This is an optimization exercise on Yosys and OpenROAD, whose aim is small area, not a production implementation. Only simulation tests tie the RTL to the original design; equivalence was not proved. The clock cells of this run come from the design's own scripts or RTL, not from TritonCTS. The flow treats the clock pin as an ideal source. Dropping or thinning the clock tree relies on that and would not hold on a real chip. Power figures rest on the tool's default switching activity, not on a simulated workload.

==> flow/design.v <==
module hit_table (input logic ins, input logic [2:0] row, input logic [2:0] col, output logic [3:0] code);
always_comb
    if (!ins) code = 4'b0000;
    else case ({row, col})
        6'd0: code = 4'b1101;
        6'd1: code = 4'b0110;
        6'd2: code = 4'b0110;
        6'd3: code = 4'b0110;
        6'd4: code = 4'b0110;
        6'd5: code = 4'b0110;
        6'd6: code = 4'b0110;
        6'd7: code = 4'b1110;
        6'd8: code = 4'b1000;
        6'd9: code = 4'b1101;
        6'd10: code = 4'b0110;
        6'd11: code = 4'b0110;
        6'd12: code = 4'b0110;
        6'd13: code = 4'b0110;
        6'd14: code = 4'b1110;
        6'd15: code = 4'b1001;
        6'd16: code = 4'b1000;
        6'd17: code = 4'b1000;
        6'd18: code = 4'b1101;
        6'd19: code = 4'b0110;
        6'd20: code = 4'b0110;
        6'd21: code = 4'b1110;
        6'd22: code = 4'b1001;
        6'd23: code = 4'b1001;
        6'd24: code = 4'b1000;
        6'd25: code = 4'b1000;
        6'd26: code = 4'b1000;
        6'd27: code = 4'b1101;
        6'd28: code = 4'b1110;
        6'd29: code = 4'b1001;
        6'd30: code = 4'b1001;
        6'd31: code = 4'b1001;
        6'd32: code = 4'b1100;
        6'd33: code = 4'b1100;
        6'd34: code = 4'b1100;
        6'd35: code = 4'b1100;
        6'd36: code = 4'b0001;
        6'd37: code = 4'b0001;
        6'd38: code = 4'b0001;
        6'd39: code = 4'b0001;
        6'd40: code = 4'b1100;
        6'd41: code = 4'b1100;
        6'd42: code = 4'b1100;
        6'd43: code = 4'b0100;
        6'd44: code = 4'b0100;
        6'd45: code = 4'b0001;
        6'd46: code = 4'b0001;
        6'd47: code = 4'b0001;
        6'd48: code = 4'b1100;
        6'd49: code = 4'b1100;
        6'd50: code = 4'b0100;
        6'd51: code = 4'b0100;
        6'd52: code = 4'b0100;
        6'd53: code = 4'b0100;
        6'd54: code = 4'b0001;
        6'd55: code = 4'b0001;
        6'd56: code = 4'b1100;
        6'd57: code = 4'b0100;
        6'd58: code = 4'b0100;
        6'd59: code = 4'b0100;
        6'd60: code = 4'b0100;
        6'd61: code = 4'b0100;
        6'd62: code = 4'b0100;
        6'd63: code = 4'b0001;
        default: code = 4'b0000;
    endcase
endmodule
module sprite_rom (
    input logic ins,
    input logic left,
    input logic right,
    input logic up,
    input logic [4:0] row,
    input logic [4:0] col,
    output logic [3:0] idx
);
wire new_n19, new_n20, new_n21, new_n22, new_n23, new_n24, new_n25,
    new_n26, new_n27, new_n28, new_n29, new_n30, new_n31, new_n32, new_n33,
    new_n34, new_n35, new_n36, new_n37, new_n38, new_n39, new_n40, new_n41,
    new_n42, new_n43, new_n44, new_n45, new_n46, new_n47, new_n48, new_n49,
    new_n50, new_n51, new_n52, new_n53, new_n54, new_n55, new_n56, new_n57,
    new_n58, new_n59, new_n60, new_n61, new_n62, new_n63, new_n64, new_n65,
    new_n66, new_n67, new_n68, new_n69, new_n70, new_n71, new_n72, new_n73,
    new_n74, new_n75, new_n76, new_n77, new_n78, new_n79, new_n80, new_n81,
    new_n82, new_n83, new_n84, new_n85, new_n86, new_n87, new_n88, new_n89,
    new_n90, new_n91, new_n92, new_n93, new_n94, new_n95, new_n96, new_n97,
    new_n98, new_n99, new_n100, new_n101, new_n102, new_n103, new_n104,
    new_n105, new_n106, new_n107, new_n108, new_n109, new_n110, new_n111,
    new_n112, new_n113, new_n114, new_n115, new_n116, new_n117, new_n118,
    new_n119, new_n120, new_n121, new_n122, new_n123, new_n124, new_n125,
    new_n126, new_n127, new_n128, new_n129, new_n130, new_n131, new_n132,
    new_n133, new_n134, new_n135, new_n136, new_n137, new_n138, new_n139,
    new_n140, new_n141, new_n142, new_n143, new_n144, new_n145, new_n146,
    new_n147, new_n148, new_n149, new_n150, new_n151, new_n152, new_n153,
    new_n154, new_n155, new_n156, new_n157, new_n158, new_n159, new_n160,
    new_n161, new_n162, new_n163, new_n164, new_n165, new_n166, new_n167,
    new_n168, new_n169, new_n170, new_n171, new_n172, new_n173, new_n174,
    new_n175, new_n176, new_n177, new_n178, new_n179, new_n180, new_n181,
    new_n182, new_n183, new_n184, new_n185, new_n186, new_n187, new_n188,
    new_n189, new_n190, new_n191, new_n192, new_n194, new_n195, new_n196,
    new_n197, new_n198, new_n199, new_n200, new_n201, new_n202, new_n203,
    new_n204, new_n205, new_n206, new_n207, new_n208, new_n209, new_n210,
    new_n211, new_n212, new_n213, new_n214, new_n215, new_n216, new_n217,
    new_n218, new_n219, new_n220, new_n221, new_n222, new_n223, new_n224,
    new_n225, new_n226, new_n227, new_n228, new_n229, new_n231, new_n232,
    new_n233, new_n234, new_n235, new_n236, new_n237, new_n238, new_n239,
    new_n240, new_n241, new_n242, new_n243, new_n244, new_n245, new_n246,
    new_n247, new_n248, new_n249, new_n250, new_n251, new_n252, new_n253,
    new_n254, new_n255, new_n256, new_n257, new_n258, new_n259, new_n260,
    new_n261, new_n263, new_n264, new_n265, new_n266, new_n267, new_n268,
    new_n269, new_n270, new_n271, new_n272, new_n273, new_n274, new_n275,
    new_n276, new_n277, new_n278, new_n279, new_n280, new_n281, new_n282,
    new_n283, new_n284, new_n285, new_n286, new_n287, new_n288, new_n289,
    new_n290, new_n291, new_n292, new_n293, new_n294, new_n295, new_n296,
    new_n297, new_n298, new_n299, new_n300, new_n301, new_n302, new_n303;
  assign new_n19 = row[1] & row[0];
  assign new_n20 = ~row[1] & ~row[0];
  assign new_n21 = ~new_n19 & ~new_n20;
  assign new_n22 = ~row[4] & row[3];
  assign new_n23 = new_n21 & new_n22;
  assign new_n24 = col[3] & ~col[1];
  assign new_n25 = ~col[3] & col[1];
  assign new_n26 = ~new_n24 & ~new_n25;
  assign new_n27 = ~up & ~new_n26;
  assign new_n28 = row[2] & ~new_n20;
  assign new_n29 = ~row[2] & ~new_n19;
  assign new_n30 = ~new_n28 & ~new_n29;
  assign new_n31 = ~row[3] & ~new_n19;
  assign new_n32 = ~new_n30 & ~new_n31;
  assign new_n33 = row[3] & new_n28;
  assign new_n34 = ~row[3] & new_n20;
  assign new_n35 = ~row[4] & ~new_n34;
  assign new_n36 = ~new_n33 & new_n35;
  assign new_n37 = new_n32 & new_n36;
  assign new_n38 = row[3] & ~new_n37;
  assign new_n39 = row[4] & ~row[3];
  assign new_n40 = ~new_n23 & ~new_n39;
  assign new_n41 = ~new_n38 & new_n40;
  assign new_n42 = ~col[4] & ~col[3];
  assign new_n43 = col[4] & col[3];
  assign new_n44 = ~new_n42 & ~new_n43;
  assign new_n45 = col[3] & col[2];
  assign new_n46 = ~col[3] & ~col[2];
  assign new_n47 = ~new_n45 & ~new_n46;
  assign new_n48 = ~col[1] & ~col[0];
  assign new_n49 = col[2] & new_n48;
  assign new_n50 = new_n47 & ~new_n49;
  assign new_n51 = up & ~new_n48;
  assign new_n52 = col[1] & col[0];
  assign new_n53 = ~col[4] & new_n52;
  assign new_n54 = ~new_n51 & ~new_n53;
  assign new_n55 = new_n44 & ~new_n54;
  assign new_n56 = new_n50 & ~new_n55;
  assign new_n57 = ~new_n48 & ~new_n52;
  assign new_n58 = up & ~col[1];
  assign new_n59 = new_n57 & ~new_n58;
  assign new_n60 = ~new_n26 & ~new_n59;
  assign new_n61 = new_n56 & new_n60;
  assign new_n62 = new_n44 & ~new_n61;
  assign new_n63 = ~up & ~row[0];
  assign new_n64 = row[1] & ~new_n63;
  assign new_n65 = ~row[3] & ~row[2];
  assign new_n66 = up & row[0];
  assign new_n67 = new_n65 & ~new_n66;
  assign new_n68 = ~new_n64 & new_n67;
  assign new_n69 = row[4] & ~new_n68;
  assign new_n70 = new_n62 & ~new_n69;
  assign new_n71 = ~new_n41 & new_n70;
  assign new_n72 = ~new_n27 & new_n71;
  assign new_n73 = ~new_n23 & ~new_n72;
  assign new_n74 = ~new_n44 & ~new_n60;
  assign new_n75 = row[3] & ~new_n28;
  assign new_n76 = ~new_n74 & new_n75;
  assign new_n77 = new_n47 & new_n57;
  assign new_n78 = ~new_n62 & new_n77;
  assign new_n79 = ~col[2] & ~col[1];
  assign new_n80 = col[2] & col[1];
  assign new_n81 = ~new_n79 & ~new_n80;
  assign new_n82 = ~new_n27 & new_n59;
  assign new_n83 = new_n81 & ~new_n82;
  assign new_n84 = new_n47 & ~new_n83;
  assign new_n85 = new_n44 & ~new_n84;
  assign new_n86 = up & new_n50;
  assign new_n87 = ~new_n85 & ~new_n86;
  assign new_n88 = ~new_n78 & new_n87;
  assign new_n89 = ~new_n76 & ~new_n88;
  assign new_n90 = ~new_n73 & new_n89;
  assign new_n91 = ~up & ~new_n47;
  assign new_n92 = new_n83 & ~new_n91;
  assign new_n93 = new_n37 & new_n92;
  assign new_n94 = new_n88 & new_n93;
  assign new_n95 = ~new_n90 & ~new_n94;
  assign new_n96 = ~row[2] & ~row[1];
  assign new_n97 = new_n91 & new_n96;
  assign new_n98 = row[4] & row[3];
  assign new_n99 = ~row[1] & new_n61;
  assign new_n100 = ~new_n62 & ~new_n99;
  assign new_n101 = new_n98 & ~new_n100;
  assign new_n102 = ~row[2] & row[1];
  assign new_n103 = ~new_n83 & new_n102;
  assign new_n104 = row[2] & ~row[1];
  assign new_n105 = new_n83 & new_n104;
  assign new_n106 = ~new_n103 & ~new_n105;
  assign new_n107 = new_n101 & new_n106;
  assign new_n108 = ~row[2] & new_n61;
  assign new_n109 = up & new_n98;
  assign new_n110 = new_n108 & new_n109;
  assign new_n111 = ~new_n107 & ~new_n110;
  assign new_n112 = row[2] & row[1];
  assign new_n113 = row[4] & ~new_n112;
  assign new_n114 = ~up & ~new_n113;
  assign new_n115 = ~new_n29 & ~new_n98;
  assign new_n116 = ~new_n114 & new_n115;
  assign new_n117 = new_n85 & new_n116;
  assign new_n118 = new_n91 & new_n117;
  assign new_n119 = ~new_n64 & new_n84;
  assign new_n120 = new_n28 & new_n39;
  assign new_n121 = new_n62 & new_n120;
  assign new_n122 = ~new_n119 & new_n121;
  assign new_n123 = ~new_n118 & ~new_n122;
  assign new_n124 = new_n111 & new_n123;
  assign new_n125 = ~new_n97 & ~new_n124;
  assign new_n126 = ~row[2] & new_n31;
  assign new_n127 = new_n41 & ~new_n126;
  assign new_n128 = ~up & ~new_n31;
  assign new_n129 = new_n85 & ~new_n128;
  assign new_n130 = new_n127 & new_n129;
  assign new_n131 = ~new_n47 & ~new_n92;
  assign new_n132 = col[0] & ~new_n47;
  assign new_n133 = ~new_n131 & ~new_n132;
  assign new_n134 = new_n130 & new_n133;
  assign new_n135 = ~left & ~right;
  assign new_n136 = new_n22 & new_n30;
  assign new_n137 = ~new_n62 & new_n136;
  assign new_n138 = ~new_n131 & new_n137;
  assign new_n139 = new_n135 & ~new_n138;
  assign new_n140 = ~new_n134 & new_n139;
  assign new_n141 = ~new_n125 & new_n140;
  assign new_n142 = new_n95 & new_n141;
  assign new_n143 = ~row[3] & ~new_n32;
  assign new_n144 = ~new_n21 & ~new_n143;
  assign new_n145 = ~new_n126 & ~new_n144;
  assign new_n146 = ~new_n26 & new_n47;
  assign new_n147 = new_n44 & ~new_n146;
  assign new_n148 = ~row[4] & new_n147;
  assign new_n149 = ~new_n145 & new_n148;
  assign new_n150 = row[1] & new_n47;
  assign new_n151 = ~row[2] & ~new_n150;
  assign new_n152 = new_n98 & ~new_n151;
  assign new_n153 = new_n147 & ~new_n152;
  assign new_n154 = ~new_n57 & new_n81;
  assign new_n155 = ~new_n47 & ~new_n154;
  assign new_n156 = ~new_n65 & ~new_n155;
  assign new_n157 = ~new_n147 & ~new_n156;
  assign new_n158 = new_n37 & ~new_n157;
  assign new_n159 = ~new_n153 & ~new_n158;
  assign new_n160 = ~new_n149 & ~new_n159;
  assign new_n161 = ~new_n26 & new_n96;
  assign new_n162 = ~row[1] & ~new_n81;
  assign new_n163 = ~left & ~col[3];
  assign new_n164 = left & col[3];
  assign new_n165 = ~new_n163 & ~new_n164;
  assign new_n166 = ~row[2] & new_n165;
  assign new_n167 = ~new_n162 & new_n166;
  assign new_n168 = new_n47 & new_n104;
  assign new_n169 = new_n39 & ~new_n168;
  assign new_n170 = ~new_n167 & new_n169;
  assign new_n171 = ~new_n161 & new_n170;
  assign new_n172 = ~new_n57 & new_n146;
  assign new_n173 = new_n44 & ~new_n172;
  assign new_n174 = ~new_n21 & ~new_n154;
  assign new_n175 = ~new_n173 & ~new_n174;
  assign new_n176 = ~new_n171 & ~new_n175;
  assign new_n177 = new_n160 & ~new_n176;
  assign new_n178 = ~new_n104 & ~new_n146;
  assign new_n179 = ~new_n168 & ~new_n178;
  assign new_n180 = ~row[2] & new_n150;
  assign new_n181 = new_n98 & ~new_n180;
  assign new_n182 = new_n173 & new_n181;
  assign new_n183 = ~new_n179 & new_n182;
  assign new_n184 = ~new_n135 & ~new_n183;
  assign new_n185 = new_n33 & new_n148;
  assign new_n186 = ~new_n21 & ~new_n26;
  assign new_n187 = new_n81 & new_n165;
  assign new_n188 = ~new_n186 & ~new_n187;
  assign new_n189 = new_n185 & new_n188;
  assign new_n190 = new_n184 & ~new_n189;
  assign new_n191 = ~new_n177 & new_n190;
  assign new_n192 = ins & ~new_n191;
  assign idx[3] = ~new_n142 & new_n192;
  assign new_n194 = ~new_n160 & ~new_n185;
  assign new_n195 = ~new_n26 & new_n112;
  assign new_n196 = ~row[3] & ~new_n171;
  assign new_n197 = ~new_n195 & ~new_n196;
  assign new_n198 = row[4] & row[1];
  assign new_n199 = row[3] & ~new_n198;
  assign new_n200 = ~new_n127 & ~new_n199;
  assign new_n201 = new_n187 & new_n199;
  assign new_n202 = ~new_n200 & ~new_n201;
  assign new_n203 = ~new_n160 & new_n202;
  assign new_n204 = new_n65 & ~new_n150;
  assign new_n205 = row[4] & ~new_n146;
  assign new_n206 = ~new_n204 & new_n205;
  assign new_n207 = ~new_n170 & ~new_n206;
  assign new_n208 = ~new_n203 & new_n207;
  assign new_n209 = ~new_n197 & ~new_n208;
  assign new_n210 = ~new_n194 & ~new_n209;
  assign new_n211 = ~new_n135 & ~new_n210;
  assign new_n212 = ~up & ~new_n186;
  assign new_n213 = new_n85 & new_n212;
  assign new_n214 = ~new_n40 & new_n213;
  assign new_n215 = new_n37 & new_n56;
  assign new_n216 = ~new_n117 & ~new_n215;
  assign new_n217 = ~new_n214 & new_n216;
  assign new_n218 = new_n95 & new_n217;
  assign new_n219 = ~up & row[2];
  assign new_n220 = ~new_n111 & ~new_n219;
  assign new_n221 = ~up & new_n30;
  assign new_n222 = new_n71 & ~new_n221;
  assign new_n223 = ~new_n138 & ~new_n222;
  assign new_n224 = ~new_n85 & ~new_n223;
  assign new_n225 = ~new_n130 & new_n135;
  assign new_n226 = ~new_n224 & new_n225;
  assign new_n227 = ~new_n220 & new_n226;
  assign new_n228 = new_n218 & new_n227;
  assign new_n229 = ins & ~new_n228;
  assign idx[2] = ~new_n211 & new_n229;
  assign new_n231 = ~new_n213 & ~new_n223;
  assign new_n232 = new_n37 & ~new_n88;
  assign new_n233 = ~new_n122 & new_n225;
  assign new_n234 = ~new_n232 & new_n233;
  assign new_n235 = ~new_n231 & new_n234;
  assign new_n236 = up & row[2];
  assign new_n237 = new_n101 & ~new_n236;
  assign new_n238 = ~new_n108 & new_n237;
  assign new_n239 = new_n235 & ~new_n238;
  assign new_n240 = new_n218 & new_n239;
  assign new_n241 = ~new_n91 & new_n117;
  assign new_n242 = new_n62 & ~new_n241;
  assign new_n243 = new_n235 & new_n242;
  assign new_n244 = ~new_n107 & new_n243;
  assign new_n245 = ~row[2] & ~new_n161;
  assign new_n246 = ~new_n168 & ~new_n245;
  assign new_n247 = ~new_n207 & ~new_n246;
  assign new_n248 = ~new_n189 & ~new_n247;
  assign new_n249 = ~new_n194 & new_n248;
  assign new_n250 = left & new_n45;
  assign new_n251 = right & ~col[2];
  assign new_n252 = new_n163 & new_n251;
  assign new_n253 = ~new_n250 & ~new_n252;
  assign new_n254 = ~row[1] & ~new_n253;
  assign new_n255 = ~new_n184 & ~new_n254;
  assign new_n256 = ~new_n30 & new_n173;
  assign new_n257 = new_n127 & new_n256;
  assign new_n258 = ~new_n255 & ~new_n257;
  assign new_n259 = ~new_n249 & new_n258;
  assign new_n260 = ins & ~new_n259;
  assign new_n261 = ~new_n244 & new_n260;
  assign idx[1] = ~new_n240 & new_n261;
  assign new_n263 = ~new_n61 & new_n88;
  assign new_n264 = ~new_n30 & ~new_n263;
  assign new_n265 = new_n244 & ~new_n264;
  assign new_n266 = ~row[1] & ~new_n66;
  assign new_n267 = row[2] & ~new_n131;
  assign new_n268 = ~new_n85 & ~new_n267;
  assign new_n269 = ~new_n266 & ~new_n268;
  assign new_n270 = new_n143 & ~new_n269;
  assign new_n271 = ~new_n265 & new_n270;
  assign new_n272 = row[4] & ~new_n244;
  assign new_n273 = ~new_n48 & ~new_n91;
  assign new_n274 = ~new_n81 & ~new_n273;
  assign new_n275 = ~new_n33 & ~new_n65;
  assign new_n276 = ~new_n274 & new_n275;
  assign new_n277 = ~new_n19 & new_n92;
  assign new_n278 = ~new_n276 & ~new_n277;
  assign new_n279 = new_n263 & new_n278;
  assign new_n280 = ~new_n272 & ~new_n279;
  assign new_n281 = ~new_n271 & new_n280;
  assign new_n282 = ~new_n243 & ~new_n264;
  assign new_n283 = new_n61 & new_n64;
  assign new_n284 = ~new_n61 & ~new_n64;
  assign new_n285 = row[2] & ~new_n284;
  assign new_n286 = ~new_n283 & new_n285;
  assign new_n287 = ~new_n20 & new_n74;
  assign new_n288 = new_n39 & ~new_n287;
  assign new_n289 = ~new_n286 & new_n288;
  assign new_n290 = ~new_n282 & new_n289;
  assign new_n291 = new_n225 & ~new_n237;
  assign new_n292 = ~new_n290 & new_n291;
  assign new_n293 = ~new_n281 & new_n292;
  assign new_n294 = row[1] & new_n249;
  assign new_n295 = ~new_n207 & ~new_n294;
  assign new_n296 = ~new_n202 & ~new_n295;
  assign new_n297 = new_n173 & ~new_n296;
  assign new_n298 = new_n32 & new_n57;
  assign new_n299 = new_n157 & ~new_n298;
  assign new_n300 = new_n36 & ~new_n299;
  assign new_n301 = ~new_n225 & ~new_n300;
  assign new_n302 = ~new_n297 & new_n301;
  assign new_n303 = ins & ~new_n302;
  assign idx[0] = ~new_n293 & new_n303;
endmodule
module palette (
    input logic [3:0] idx,
    input logic mode_sel,
    input logic invert,
    output logic [7:0] rgb,
    output logic dr
);
wire new_n16, new_n17, new_n18, new_n19, new_n20, new_n22, new_n23,
    new_n24, new_n25, new_n27, new_n28, new_n29, new_n30, new_n31, new_n32,
    new_n34, new_n35, new_n36, new_n37, new_n38, new_n40, new_n41, new_n42,
    new_n43, new_n44, new_n45, new_n46, new_n47, new_n49, new_n50, new_n51,
    new_n52, new_n54, new_n55, new_n56, new_n58, new_n59, new_n60, new_n62;
  assign new_n16 = idx[2] & idx[1];
  assign new_n17 = ~idx[2] & ~idx[1];
  assign new_n18 = idx[3] & ~new_n17;
  assign new_n19 = ~idx[3] & idx[0];
  assign new_n20 = ~new_n18 & ~new_n19;
  assign dr = new_n16 | ~new_n20;
  assign new_n22 = mode_sel & new_n17;
  assign new_n23 = ~invert & ~new_n16;
  assign new_n24 = ~new_n18 & new_n23;
  assign new_n25 = ~new_n22 & new_n24;
  assign rgb[7] = dr & ~new_n25;
  assign new_n27 = idx[3] & idx[0];
  assign new_n28 = ~invert & new_n27;
  assign new_n29 = dr & ~new_n28;
  assign new_n30 = idx[1] & ~mode_sel;
  assign new_n31 = idx[2] & idx[0];
  assign new_n32 = ~new_n30 & new_n31;
  assign rgb[6] = new_n29 | new_n32;
  assign new_n34 = ~idx[2] & ~new_n22;
  assign new_n35 = ~invert & ~new_n34;
  assign new_n36 = new_n29 & ~new_n35;
  assign new_n37 = ~new_n18 & ~new_n36;
  assign new_n38 = ~idx[0] & new_n23;
  assign rgb[5] = ~new_n37 & ~new_n38;
  assign new_n40 = idx[3] & ~idx[1];
  assign new_n41 = ~invert & ~new_n40;
  assign new_n42 = ~new_n20 & ~new_n41;
  assign new_n43 = ~idx[2] & idx[1];
  assign new_n44 = new_n27 & new_n43;
  assign new_n45 = ~new_n42 & ~new_n44;
  assign new_n46 = new_n16 & ~new_n32;
  assign new_n47 = ~idx[3] & new_n46;
  assign rgb[4] = ~new_n45 | new_n47;
  assign new_n49 = ~new_n37 & new_n46;
  assign new_n50 = idx[1] & new_n19;
  assign new_n51 = ~new_n46 & new_n50;
  assign new_n52 = ~new_n42 & ~new_n51;
  assign rgb[3] = new_n49 | ~new_n52;
  assign new_n54 = new_n16 & new_n19;
  assign new_n55 = ~new_n40 & ~new_n54;
  assign new_n56 = ~invert & ~new_n55;
  assign rgb[2] = dr & ~new_n56;
  assign new_n58 = ~idx[0] & new_n16;
  assign new_n59 = ~new_n32 & ~new_n58;
  assign new_n60 = ~idx[3] & ~new_n59;
  assign rgb[1] = ~new_n45 | new_n60;
  assign new_n62 = new_n46 & ~new_n60;
  assign rgb[0] = new_n36 | new_n62;
endmodule
module Player_Block_T (
    input  logic        clk,
    input  logic        resetN,
    input  logic [10:0] pixelX,
    input  logic [10:0] pixelY,
    input  logic        startOfFrame,
    input  logic        up_key,
    input  logic        down_key,
    input  logic        left_key,
    input  logic        right_key,
    input  logic        column_collision,
    input  logic [1:0]  speed_level,
    input  logic        mode_sel,
    input  logic        game_on,
    input  logic        player_hit,
    input  logic        turbo_pulse,
    output logic [10:0] player_topLeftX,
    output logic [10:0] player_topLeftY,
    output logic        playerDR,
    output logic [7:0]  playerRGB,
    output logic        player_invulnerable
);
localparam logic [3:0] HIT_EMPTY = 4'b0010;
logic [2:0]  st;
logic [10:0] x;
logic [9:0]  y;
logic [10:1] x_hi;                      
logic [9:1]  y_hi;
logic        x_lo, y_lo;                
assign x = {x_hi, x_lo};
assign y = {y_hi, y_lo};
logic [1:0]  spd;                       
logic        f_up, f_dn, f_lf, f_rt;    
logic        ydir, xdir;                
logic [3:0]  hit;
logic [3:0]  hit_code;                  
logic [2:0] amt;                        
assign amt = (spd == 2'd1) ? 3'd3 : (spd == 2'd2) ? 3'd4 : 3'd2;
logic [10:0] dxm;
logic [9:0]  dym;
assign dxm = (f_lf | f_rt) ? (xdir ? {8'd0, amt} : -{8'd0, amt}) : 11'd0;
assign dym = (f_up | f_dn) ? (ydir ? {7'd0, amt} : -{7'd0, amt}) : 10'd0;
wire in_move = ~st[1] & st[0];                  
wire hit_open = (hit[1:0] != 2'b11) && (hit != HIT_EMPTY);
wire x_below = (x[10:5] == 6'd0) & ~(x[2] & x[1]);                  
wire x_above = x[10] & x[7] & (x[5] | (x[4:0] == 5'b11111));        
wire y_below = (y[9:5] == 5'b00010);                                 
wire y_above = y[9] & y[8] & y[6] & y[5] & (y[2:0] != 3'd0);        
wire is_idle = ~(st[2] | st[1] | st[0]);        
wire is_sof  = st[1] & st[0];                    
wire is_chg  = st[1] & ~st[0];                   
wire [10:0] xs = x + (st[0] ? 11'd0 : dxm);
wire [9:0]  ys = y + (st[0] ? 10'd0 : dym);
wire x_clamp = x_below | x_above;
wire y_clamp = y_below | y_above;
wire x_ld_lo = is_idle | (is_sof & hit[3]) | x_clamp;
wire y_ld_lo = is_idle | (is_sof & hit[2]) | y_clamp;
wire x_ld_hi = is_idle | x_clamp;
wire y_ld_hi = is_idle | y_clamp;
logic [10:0] x_n;
logic [9:0]  y_n;
assign x_n[5:0]  = x_ld_lo ? 6'b011110 : xs[5:0];
assign x_n[10:6] = x_ld_hi ? (x_above ? 5'b10010 : 5'b00000) : xs[10:6];
assign y_n[5:0]  = y_ld_lo ? 6'b100000 : ys[5:0];
assign y_n[9:6]  = y_ld_hi ? (y_above ? 4'b1101 : 4'b0001) : ys[9:6];
always_ff @(posedge clk or negedge resetN)
    if (!resetN) begin
        st  <= 3'b000;
        spd <= 2'd0;
        x_hi <= 10'd0;
        y_hi <= 9'd0;
    end else begin
        x_hi <= x_n[10:1];
        y_hi <= y_n[9:1];
        st  <= {is_chg, st[0] & (st[1] | startOfFrame), ~st[1] & (st[0] | game_on)};
        if (is_chg) spd <= speed_level;
    end
always_ff @(posedge clk) begin
    x_lo <= x_n[0];
    y_lo <= y_n[0];
end
always_ff @(posedge clk) begin
    ydir <= (in_move & down_key & ~f_dn) | (ydir & ~(in_move & up_key & ~f_up));
    xdir <= (in_move & right_key & ~f_rt) | (xdir & ~(in_move & left_key & ~f_lf));
end
always_ff @(posedge clk) begin
    if (~st[2] & ~st[0]) begin                   
        f_up <= 1'b0; f_dn <= 1'b0; f_lf <= 1'b0; f_rt <= 1'b0;
    end else if (in_move) begin
        if (up_key)    f_up <= 1'b1;
        if (down_key)  f_dn <= 1'b1;
        if (left_key)  f_lf <= 1'b1;
        if (right_key) f_rt <= 1'b1;
    end
    if (is_idle || is_sof)
        hit <= HIT_EMPTY;
    else if (in_move && column_collision) begin
        if (hit == HIT_EMPTY)
            hit <= hit_code;
        else if (hit_open && hit_code != hit && (hit_code[3] | hit_code[2] | hit_code[0]))   
            hit <= {hit[3] | hit_code[3], hit[2] | hit_code[2], 2'b11};
    end
end
assign player_topLeftX = {1'b0, x[10:1]};
assign player_topLeftY = {2'b0, y[9:1]};
logic [5:0] dxl, dyl;                   
logic [4:0] dxh;
logic [3:0] dyh;
assign dxl = {1'b0, pixelX[4:0]} - {1'b0, x[5:1]};
assign dyl = {1'b0, pixelY[4:0]} - {1'b0, y[5:1]};
assign dxh = pixelX[9:5] - x[10:6] - {4'd0, dxl[5]};
assign dyh = pixelY[8:5] - y[9:6] - {3'd0, dyl[5]};
logic       ins;
logic [4:0] ox, oy;
always_ff @(posedge clk or negedge resetN)
    if (!resetN) ins <= 1'b0;
    else         ins <= (dxh == 5'd0) && (dyh == 4'd0);
always_ff @(posedge clk) begin
    ox <= dxl[4:0];
    oy <= dyl[4:0];
end
logic [3:0] idx_n, hc_n, col_idx;
sprite_rom rom (.ins(ins), .left(left_key), .right(right_key), .up(up_key),
                .row(oy), .col(ox), .idx(idx_n));
hit_table ht (.ins(ins), .row(oy[4:2]), .col(ox[4:2]), .code(hc_n));
always_ff @(posedge clk) begin
    col_idx  <= idx_n;
    hit_code <= hc_n;
end
logic [4:0] s;
always_ff @(posedge clk or negedge resetN)
    if (!resetN)          s <= 5'd0;
    else if (s == 5'd0)   begin if (player_hit) s <= 5'd1; end
    else if (s[4] & s[2] & s[1]) s <= 5'd0;       
    else if (turbo_pulse) s <= s + 5'd1;
assign player_invulnerable = (s != 5'd0);
palette pal (.idx(col_idx), .mode_sel(mode_sel), .invert(s[0]),
             .dr(playerDR), .rgb(playerRGB));
endmodule
==> flow/flow/run.sh <==
#!/bin/bash
# Layout flow: the standard synthesis; then an area-oriented re-mapping of the
# combinational logic only (every register instance is kept as synthesis made it);
# then the standard layout steps, with single-strength port buffers and a
# lighter clock tree (flow/cts_hook.tcl). Each tool's output goes to a log_*.log file here.
set -euo pipefail
HERE=$(pwd)
R=$HERE/orfs/results/sky130hd/Player_Block_T/base

# 1. standard synthesis, unchanged
bash standard.sh synth > log_1_standard_synth.log 2>&1
cp "$R/1_2_yosys.v" "$HERE/standard_1_2_yosys.v"

# 2. re-map the combinational logic for area (registers are black boxes here);
#    16 runs with different optimisation seeds from the netlist as it is, 16 from it
#    after one ABC dc2 pass and 16 after an ABC resyn2-style pass, each also mapped
#    with other amap settings; the smallest netlist is kept
bash flow/remap.sh "$HERE/standard_1_2_yosys.v" "$HERE/remapped_a.v" "$HERE/remap_a" 16 "-J 1000" \
    > log_2_remap_a.log 2>&1
bash flow/remap.sh "$HERE/standard_1_2_yosys.v" "$HERE/remapped_b.v" "$HERE/remap_b" 16 "-J 1000" "dc2" \
    > log_2_remap_b.log 2>&1
bash flow/remap.sh "$HERE/standard_1_2_yosys.v" "$HERE/remapped_c.v" "$HERE/remap_c" 16 "-J 1000" \
    "balance; rewrite; refactor; balance; rewrite; rewrite -z; balance; refactor -z; rewrite -z; balance" \
    > log_2_remap_c.log 2>&1
best=""; best_area=""
for v in a b c; do
  a=$(sed -n 's/^keeping run .* (area \(.*\))$/\1/p' log_2_remap_$v.log)
  echo "$v: $a" >> log_2_remap.log
  if [[ -z "$best" ]] || (( $(echo "$a < $best_area" | bc -l) )); then best=$v; best_area=$a; fi
done
echo "keeping $best" >> log_2_remap.log
cp "$HERE/remapped_$best.v" "$HERE/remapped_1_2_yosys.v"
cp "$HERE/remapped_1_2_yosys.v" "$R/1_2_yosys.v"
touch "$R/1_2_yosys.v"

# 3. the rest of the standard layout
export BUFFER_PORTS_ARGS="-buffer_cell sky130_fd_sc_hd__buf_1"
export SKIP_REPAIR_TIE_FANOUT=1
export PRE_CTS_TCL="$HERE/flow/cts_hook.tcl"
export FLOW_CLK_K=4
export FLOW_CLK_MODE=bisect
export FLOW_CLK_SLEW_PS=105
bash standard.sh > log_3_standard_layout.log 2>&1
==> flow/flow/cts_hook.tcl <==
rename clock_tree_synthesis __orfs_clock_tree_synthesis
proc clock_tree_synthesis { args } {
  set block [ord::get_db_block]
  set port_net [[$block findBTerm clk] getNet]
  set master [[ord::get_db] findMaster sky130_fd_sc_hd__clkbuf_4]
  set k $::env(FLOW_CLK_K)
  set pins {}
  foreach it [$port_net getITerms] {
    set loc [[$it getInst] getLocation]
    lappend pins [list $it [lindex $loc 0] [lindex $loc 1]]
  }
  set n [llength $pins]
  if {[info exists ::env(FLOW_CLK_MODE)] && $::env(FLOW_CLK_MODE) eq "bisect"} {
    # balanced: split by x into halves, then each half by y (k = 4)
    set k 4
    set byx [lsort -integer -index 1 $pins]
    set h [expr {$n / 2}]
    set groups [list [lrange $byx 0 [expr {$h - 1}]] [lrange $byx $h end]]
    set pins {}; set assign {}
    set c 0
    foreach g $groups {
      set byy [lsort -integer -index 2 $g]
      set m [expr {[llength $byy] / 2}]
      foreach p [lrange $byy 0 [expr {$m - 1}]] { lappend pins $p; lappend assign $c }
      incr c
      foreach p [lrange $byy $m end] { lappend pins $p; lappend assign $c }
      incr c
    }
  } else {
  # k-means, seeded with pins spread along x+y order
  set sorted [lsort -integer -index 1 $pins]
  set cx {}; set cy {}
  for {set c 0} {$c < $k} {incr c} {
    set p [lindex $sorted [expr {int(($c + 0.5) * $n / $k)}]]
    lappend cx [lindex $p 1]; lappend cy [lindex $p 2]
  }
  for {set iter 0} {$iter < 50} {incr iter} {
    set assign {}
    foreach p $pins {
      set best 0; set bd 1e30
      for {set c 0} {$c < $k} {incr c} {
        set dx [expr {[lindex $p 1] - [lindex $cx $c]}]; set dy [expr {[lindex $p 2] - [lindex $cy $c]}]
        set d [expr {abs($dx) + abs($dy)}]
        if {$d < $bd} { set bd $d; set best $c }
      }
      lappend assign $best
    }
    for {set c 0} {$c < $k} {incr c} { set sx($c) 0; set sy($c) 0; set sn($c) 0 }
    foreach p $pins a $assign {
      set sx($a) [expr {$sx($a) + [lindex $p 1]}]; set sy($a) [expr {$sy($a) + [lindex $p 2]}]; incr sn($a)
    }
    set ncx {}; set ncy {}
    for {set c 0} {$c < $k} {incr c} {
      if {$sn($c) > 0} { lappend ncx [expr {$sx($c) / $sn($c)}]; lappend ncy [expr {$sy($c) / $sn($c)}] } else { lappend ncx [lindex $cx $c]; lappend ncy [lindex $cy $c] }
    }
    set cx $ncx; set cy $ncy
  }
  }
  for {set c 0} {$c < $k} {incr c} { set sx($c) 0; set sy($c) 0; set sn($c) 0 }
  foreach p $pins a $assign {
    set sx($a) [expr {$sx($a) + [lindex $p 1]}]; set sy($a) [expr {$sy($a) + [lindex $p 2]}]; incr sn($a)
  }
  set cx {}; set cy {}
  for {set c 0} {$c < $k} {incr c} {
    if {$sn($c) > 0} { lappend cx [expr {$sx($c) / $sn($c)}]; lappend cy [expr {$sy($c) / $sn($c)}] } else { lappend cx 0; lappend cy 0 }
  }
  for {set c 0} {$c < $k} {incr c} {
    if {$sn($c) == 0} continue
    set buf [odb::dbInst_create $block $master clkbuf_leaf_$c]
    set net [odb::dbNet_create $block clknet_leaf_$c]
    $net setSigType CLOCK
    [$buf findITerm A] connect $port_net
    [$buf findITerm X] connect $net
    $buf setLocation [lindex $cx $c] [lindex $cy $c]
    $buf setPlacementStatus PLACED
    set nets($c) $net
  }
  foreach p $pins a $assign {
    set it [lindex $p 0]
    $it disconnect
    $it connect $nets($a)
  }
  set_propagated_clock [all_clocks]
  foreach size {8 16 none} {
    estimate_parasitics -placement
    set upsized 0
    for {set c 0} {$c < $k} {incr c} {
      if {$sn($c) == 0} continue
      set worst 0
      foreach it [$nets($c) getITerms] {
        if {[$it isOutputSignal]} continue
        set pin [get_pins [[$it getInst] getName]/[[$it getMTerm] getName]]
        set sl [expr {[get_property $pin slew_max] * 1000.0}]
        if {$sl > $worst} { set worst $sl }
      }
      set bufinst [$block findInst clkbuf_leaf_$c]
      puts "clock buffer $c ([[$bufinst getMaster] getName]) drives $sn($c) clock pins, worst slew [format %.1f $worst] ps"
      if {$worst > $::env(FLOW_CLK_SLEW_PS) && $size ne "none"} {
        $bufinst swapMaster [[ord::get_db] findMaster sky130_fd_sc_hd__clkbuf_$size]
        set upsized 1
      }
    }
    if {!$upsized} break
  }
  unset_propagated_clock [all_clocks]
}
==> flow/flow/remap.abc <==
strash
@PRE@
&get -n
&deepsyn @T@ -S @SEED@
&put
write_blif @DEEP@
dch -f
amap
topo
dnsize
==> flow/flow/remap.sh <==
#!/bin/bash
# remap.sh IN.v OUT.v WORKDIR NSEEDS "DEEPSYN-LIMIT-OPTIONS" ["ABC-PRE-COMMANDS"]
# Re-maps the combinational logic of IN.v for area NSEEDS times in parallel, each
# with its own seed for ABC's &deepsyn (then mapped with amap). Each optimised logic
# network is then also mapped with a few other amap settings (after ABC's cec proves
# it equal to IN.v's logic), and the smallest netlist of all is kept as OUT.v.
set -euo pipefail
IN=$1; OUT=$2; W=$3; NS=$4; T=$5; PRE=${6:-strash}
HERE=$(cd "$(dirname "$0")" && pwd)
LIB=$FLOW_HOME/platforms/sky130hd/lib/sky130_fd_sc_hd__tt_025C_1v80.lib
DU=$(grep -o 'cell *( *"\{0,1\}sky130_fd_sc_hd__\(lpflow\|probe\|fill\)[a-z0-9_]*' "$LIB" \
     | sed 's/.*sky130/sky130/' | sort -u | sed 's/^/-dont_use /' | tr '\n' ' ')
MAPS=("amap -F 2" "amap -F 3" "amap -A 8 -F 2" "amap -m")
mkdir -p "$W"
ys() {  # ys NAME ABCSCRIPT : one yosys re-mapping run
  sed -e "s|@LIB@|$LIB|g" -e "s|@DU@|$DU|" -e "s|@IN@|$IN|" \
      -e "s|@OUT@|$W/remapped_$1.v|" -e "s|@ABC@|$2|" "$HERE/remap.ys" > "$W/remap_$1.ys"
  yosys -s "$W/remap_$1.ys" > "$W/log_remap_yosys_$1.log" 2>&1 || true
}
for ((s = 0; s < NS; s++)); do
  sed -e "s|@SEED@|$s|g" -e "s|@T@|$T|g" -e "s|@PRE@|$PRE|" -e "s|@DEEP@|$W/deep_$s.blif|" \
      "$HERE/remap.abc" > "$W/remap_$s.abc"
  ys "$s" "$W/remap_$s.abc" &
done
wait
names=()
for ((s = 0; s < NS; s++)); do
  names+=("$s")
  [[ -f "$W/deep_$s.blif" ]] || continue
  for ((m = 0; m < ${#MAPS[@]}; m++)); do
    sed -e "s|@DEEP@|$W/deep_$s.blif|g" -e "s|@MAP@|${MAPS[$m]}|" "$HERE/remap_map.abc" > "$W/remap_${s}m$m.abc"
    ys "${s}m$m" "$W/remap_${s}m$m.abc" &
    names+=("${s}m$m")
  done
  while (( $(jobs -r | wc -l) >= 16 )); do sleep 1; done
done
wait
best=""; best_area=""
for n in "${names[@]}"; do
  L="$W/log_remap_yosys_$n.log"
  a=$(grep 'Chip area' "$L" 2>/dev/null | tail -1 | grep -o '[0-9.]*$' || true)
  ok=1
  grep -q "Found and reported 0 problems" "$L" 2>/dev/null || ok=0
  if [[ "$n" == *m* ]] && ! grep -q "Networks are equivalent" "$L"; then ok=0; fi
  if [[ -n "$a" && $ok == 1 ]]; then
    echo "run $n: area $a"
    if [[ -z "$best" ]] || (( $(echo "$a < $best_area" | bc -l) )); then best=$n; best_area=$a; fi
  else
    echo "run $n: failed"
  fi
done
[[ -n "$best" ]] || { echo "no re-mapping succeeded"; exit 1; }
echo "keeping run $best (area $best_area)"
cp "$W/remapped_$best.v" "$OUT"
==> flow/flow/remap.ys <==
# Re-map the combinational cells of the standard synthesis netlist for area.
# Register cells (and tie cells) stay black boxes, so they keep names and types.
read_liberty -ignore_miss_func @LIB@
blackbox sky130_fd_sc_hd__df* sky130_fd_sc_hd__edf* sky130_fd_sc_hd__sdf* sky130_fd_sc_hd__dl* sky130_fd_sc_hd__conb_1
read_verilog @IN@
hierarchy -top Player_Block_T
flatten
opt_clean
stat
abc -liberty @LIB@ @DU@ -script @ABC@
opt_clean -purge
hilomap -singleton -hicell sky130_fd_sc_hd__conb_1 HI -locell sky130_fd_sc_hd__conb_1 LO
splitnets
opt_clean -purge
stat -liberty @LIB@

write_verilog -noattr -noexpr -nohex -nodec @OUT@
# sanity check of the written netlist with the cells as black boxes
design -reset
read_liberty -lib @LIB@
read_verilog @OUT@
hierarchy -top Player_Block_T
check -assert
==> flow/flow/remap_map.abc <==
strash
cec @DEEP@
read_blif @DEEP@
strash
dch -f
@MAP@
topo
dnsize
==> flow/standard.sh <==
#!/bin/bash
# synth_recipe.tcl (not shown) runs the flow's synth.tcl, then flattens the netlist and writes it again
# the make line also repeats each setting of config.mk as NAME=value (left out here)
make -C /OpenROAD-flow-scripts/flow DESIGN_CONFIG=/design/flow/config.mk WORK_HOME=/design/flow/orfs CLKGATE_MAP_FILE= SYNTH_SCRIPT=/design/flow/synth_recipe.tcl "${@:-finish}"
==> flow/config.mk <==
export PLATFORM = sky130hd
export DESIGN_NAME = Player_Block_T
export DESIGN_NICKNAME = Player_Block_T
export VERILOG_FILES = /design/flow/design.v
export SDC_FILE = /design/flow/constraint.sdc
export NUM_CORES = 8
export LEC_CHECK = 0
export ABC_AREA = 1
export CAP_MARGIN = 20
export CORE_MARGIN = 2
export CORE_UTILIZATION = 65
export PLACE_DENSITY = 0.75
export SLEW_MARGIN = 20
==> flow/constraint.sdc <==
create_clock -name core_clock -period 10.0 [get_ports {clk}]
set_input_delay 2.0000 -clock core_clock [delete_from_list [all_inputs] [get_ports {clk}]]
set_output_delay 2.0000 -clock core_clock [all_outputs]
set_load 0.01 [all_outputs]
==> results.txt <==
metal layers:
metal | wire length [microns] | up-vias | global-route usage (%)
met2 | 5653 | 301 | 60.48
met4 | 383 | 0 | 11.97
li1 | - | 2261 | -
met5 | 0 | - | 0
met1 | 4585 | 2114 | 43.00
met3 | 1040 | 41 | 4.022
cell type report:
class / instances / share of cell area (%)
Tap cell: 75 / 2.129
Timing Repair Buffer: 62 / 5.393
Inverter: 99 / 8.430
Sequential cell: 60 / 30.66
Buffer: 4 / 1.249
Multi-Input combinational cell: 430 / 52.14
report_power, final:
| part | switching [mW] | internal, mW | leakage, nW | total, mW |
|---|---|---|---|---|
| Sequential | 0.102 | 0.314 | 0.615 | 0.416 |
| Clock | 0.0621 | 0.0371 | 0.0288 | 0.0991 |
| Combinational | 0.539 | 0.268 | 0.929 | 0.807 |
critical path, cell delays in order:
cell	delay (ns)
sky130_fd_sc_hd__buf_1	0.41
sky130_fd_sc_hd__clkinv_1	0.37
sky130_fd_sc_hd__o21ai_0	0.28
sky130_fd_sc_hd__o21ai_0	0.22
sky130_fd_sc_hd__nor2_1	0.35
sky130_fd_sc_hd__nor2_1	0.13
sky130_fd_sc_hd__nor4_1	0.33
sky130_fd_sc_hd__nor2_1	0.09
sky130_fd_sc_hd__nor2_1	0.10
sky130_fd_sc_hd__o21a_1	0.14
sky130_fd_sc_hd__nor3b_1	0.27
sky130_fd_sc_hd__o2111ai_1	0.21
sky130_fd_sc_hd__a21oi_1	0.15
sky130_fd_sc_hd__a2111oi_0	0.08
sky130_fd_sc_hd__a311oi_1	0.22
sequential cells by signal (all words and copies together) (netlist names):
name and flops:
x_lo 1, st 3, ox 5, hit_code 4
ins 1, f_rt 1, s 5, x_hi 10
xdir 1, ydir 1, hit 4, spd 2
y_hi 9, y_lo 1, oy 5, f_dn 1
col_idx 4, f_up 1, f_lf 1
final timing paths:
kind                       slack [ns]  cells after the start              start                  to
max reg2reg                      6.15                     13      oy[2]$_DFF_P_  col_idx[0]$_DFF_P_
max in group asynchronous        7.53                      1             resetN    s[1]$_DFFE_PN0P_
min in group asynchronous        1.93                      1             resetN     st[0]$_DFF_PN0_
max                              4.73                     15             up_key  col_idx[0]$_DFF_P_
min                              0.49                      2  f_lf$_SDFFE_PP0P_   f_lf$_SDFFE_PP0P_
min reg2reg                      0.49                      2  f_lf$_SDFFE_PP0P_   f_lf$_SDFFE_PP0P_
per-stage QoR:
step	utilization, %	total power [mW]	std cells	setup WS (ns)
floorplan	-	0.9753	589	5.349
global placement	73.09	1.169	726	4.673
detailed placement	73.09	1.188	726	4.774
CTS	74.01	1.268	730	4.752
global route	74.01	1.419	730	4.511
finish	74.01	1.322	730	4.731
cells in the final DEF, fill, tap and decap left out, types with 12 or more instances in the layout:
cell type,instances
sky130_fd_sc_hd__o21ai_0,57
sky130_fd_sc_hd__buf_1,60
sky130_fd_sc_hd__o221ai_1,12
sky130_fd_sc_hd__dfxtp_1,30
sky130_fd_sc_hd__o22ai_1,23
sky130_fd_sc_hd__nor2_1,125
sky130_fd_sc_hd__dfrtp_1,30
sky130_fd_sc_hd__nand2_1,33
sky130_fd_sc_hd__clkinv_1,99
sky130_fd_sc_hd__nor3_1,22
sky130_fd_sc_hd__a211oi_1,12
sky130_fd_sc_hd__a21oi_1,47
==> metrics.sh <==
NETLIST_INSTANCES=589
FILLERS=460
PLACE_CONGESTION=1.008
CP_MAX_FO=11
MAPPEDNETLISTAREA_SQ_MM=0.004021
INITIAL_CORE_UTILIZATION_PCT=67.52
CTS_HOLD_BUFFERS=0
DRTANTENNAVIOLNETS=0
WL_PER_CELL_MICRONS=15.98
DETAIL_ROUTE.WIRELENGTH_MICRONS=11660
VIAS_CELL=6.462
GRT_OVERFLOW_TOTAL=0
OUTCOME='finished clean'
FIRST_GLOBAL_VIAS=4207
DRC_ERRORS=0
REPORT.FINAL.SLEW_VIOL_COUNT=0
WORST_HOLD_PATH_TYPE='flop to flop'
MULTIINPUTGATEAREA_SQ_MM=0.002298
LARGEST_NET_DEGREE_AT_THE_START_OF_GLOBAL_ROUTING=31
IO_PINS=68
GRT_SETUP_UNREPAIRED='no'
ROW_COUNT=28
PORT-BUFFER-COUNT=61
FINAL_AREA_SQ_MM=0.004408
PERIOD_MINUS_SLACK_NS=5.269
CTS_RESIZED=0
DIE_W_MICRONS=82.66
GRT_PASS1_WL_MICRONS=18630
FP.DIEAREA_SQ_MM=0.006832
CRIT_REQUIRED_NS=10.07
NETS=693
GRT_ANTENNA_BEFORE_REPAIR=0
SETUP_CRIT_END_KIND='flop'
SEQCELLAREA_SQ_MM=0.001351
TRACK_USAGE_PCT=34.20
TIMING.FINAL.HOLD_VIOLATIONS=0
DP.FINAL_HPWL_MICRONS=8933
WORST_SKEW_PAIR.LATE_LATENCY_NS=0.16
DRT-INITIAL-DRC-COUNT=586
SYN-MEAN-INSTANCE-AREA_SQ_UM=6.827
SYNTHESIS.NETS=625
FIN_CRIT_SH_PCT=52.69
POST_ROUTE_CELLS_DRIVE_ABOVE_1_SHARE_PCT=0.9160
POSTCTSSETUPREPAIRBUFS=0
CELLPOWERDENSITY_mW_PER_MM2=299.9
MAXCAPVIOLCOUNT=0
FIN_HOLD_WS_NS=0.4866
WORST_SLEW_MARGIN_REL_PCT=43.33
CLOCK.FMAX_MHz=189.8
AREAGROWTHSYNTHTOFINISH_PCT=9.614
CLK_PIN_SLEW_WORST_PATHS_NS=0.10
LEAKAGE_nW=1.572
PATH_CLASS='primary input to flop'
DIE_H_MICRONS=82.66
WORST-ENDPOINT-ARRIVAL_NS=5.34
WORST_VDD_RAIL_IR_DROP_uV=234.3
PLACEMENT.CELL_AREA_SQ_MM=0.004353
CLOCK-SKEW-FINAL_NS=0.008379
CORE_REGION_SQ_MM=0.005956
SYNTH-WARNING-COUNT=2
CRITICAL_PATH.STARTPOINT_TYPE='primary input'
LENGTH_OF_THE_FIRST_DETAILED_ROUTING_PASS_IN_ITERATIONS=6
SETUP_TNS_NS=0
SETUP-VIOLATIONS-FINAL=0
VIAS=4717
WORST_PIN_SLEW_NS=0.8501
DIODES=0

## re-timing with driven ports
In the flow no input, the clock included, has a driving cell. The finished layout below was timed again as built, in two steps.
Step 1 sets driving cells, clkbuf_16 on the clock port and buf_2 on the other inputs (assumed; they add their load-dependent delay and slew).
Step 2 adds t to the input delays and takes it off the output delays; t is the mean of the earliest and latest rising clock arrival at the registers after step 1. Input paths then give back, and output paths get back, about the clock's delay inside the block.
Three values: ideal, step 1, step 2; two values: the first two.
t, ns: 0.212
slack for setup (ns): 4.731 / 4.765 / 4.552
hold slack, ns: 0.487 / 0.487 / 0.487
worst register clock-pin slew, ns: 0.10 / 0.10
cell pins on the clock port's net: 4
After both steps setup and hold are still met in this run. The setup slack of this run moves by +0.034 ns with the drivers and by -0.179 ns with both steps.
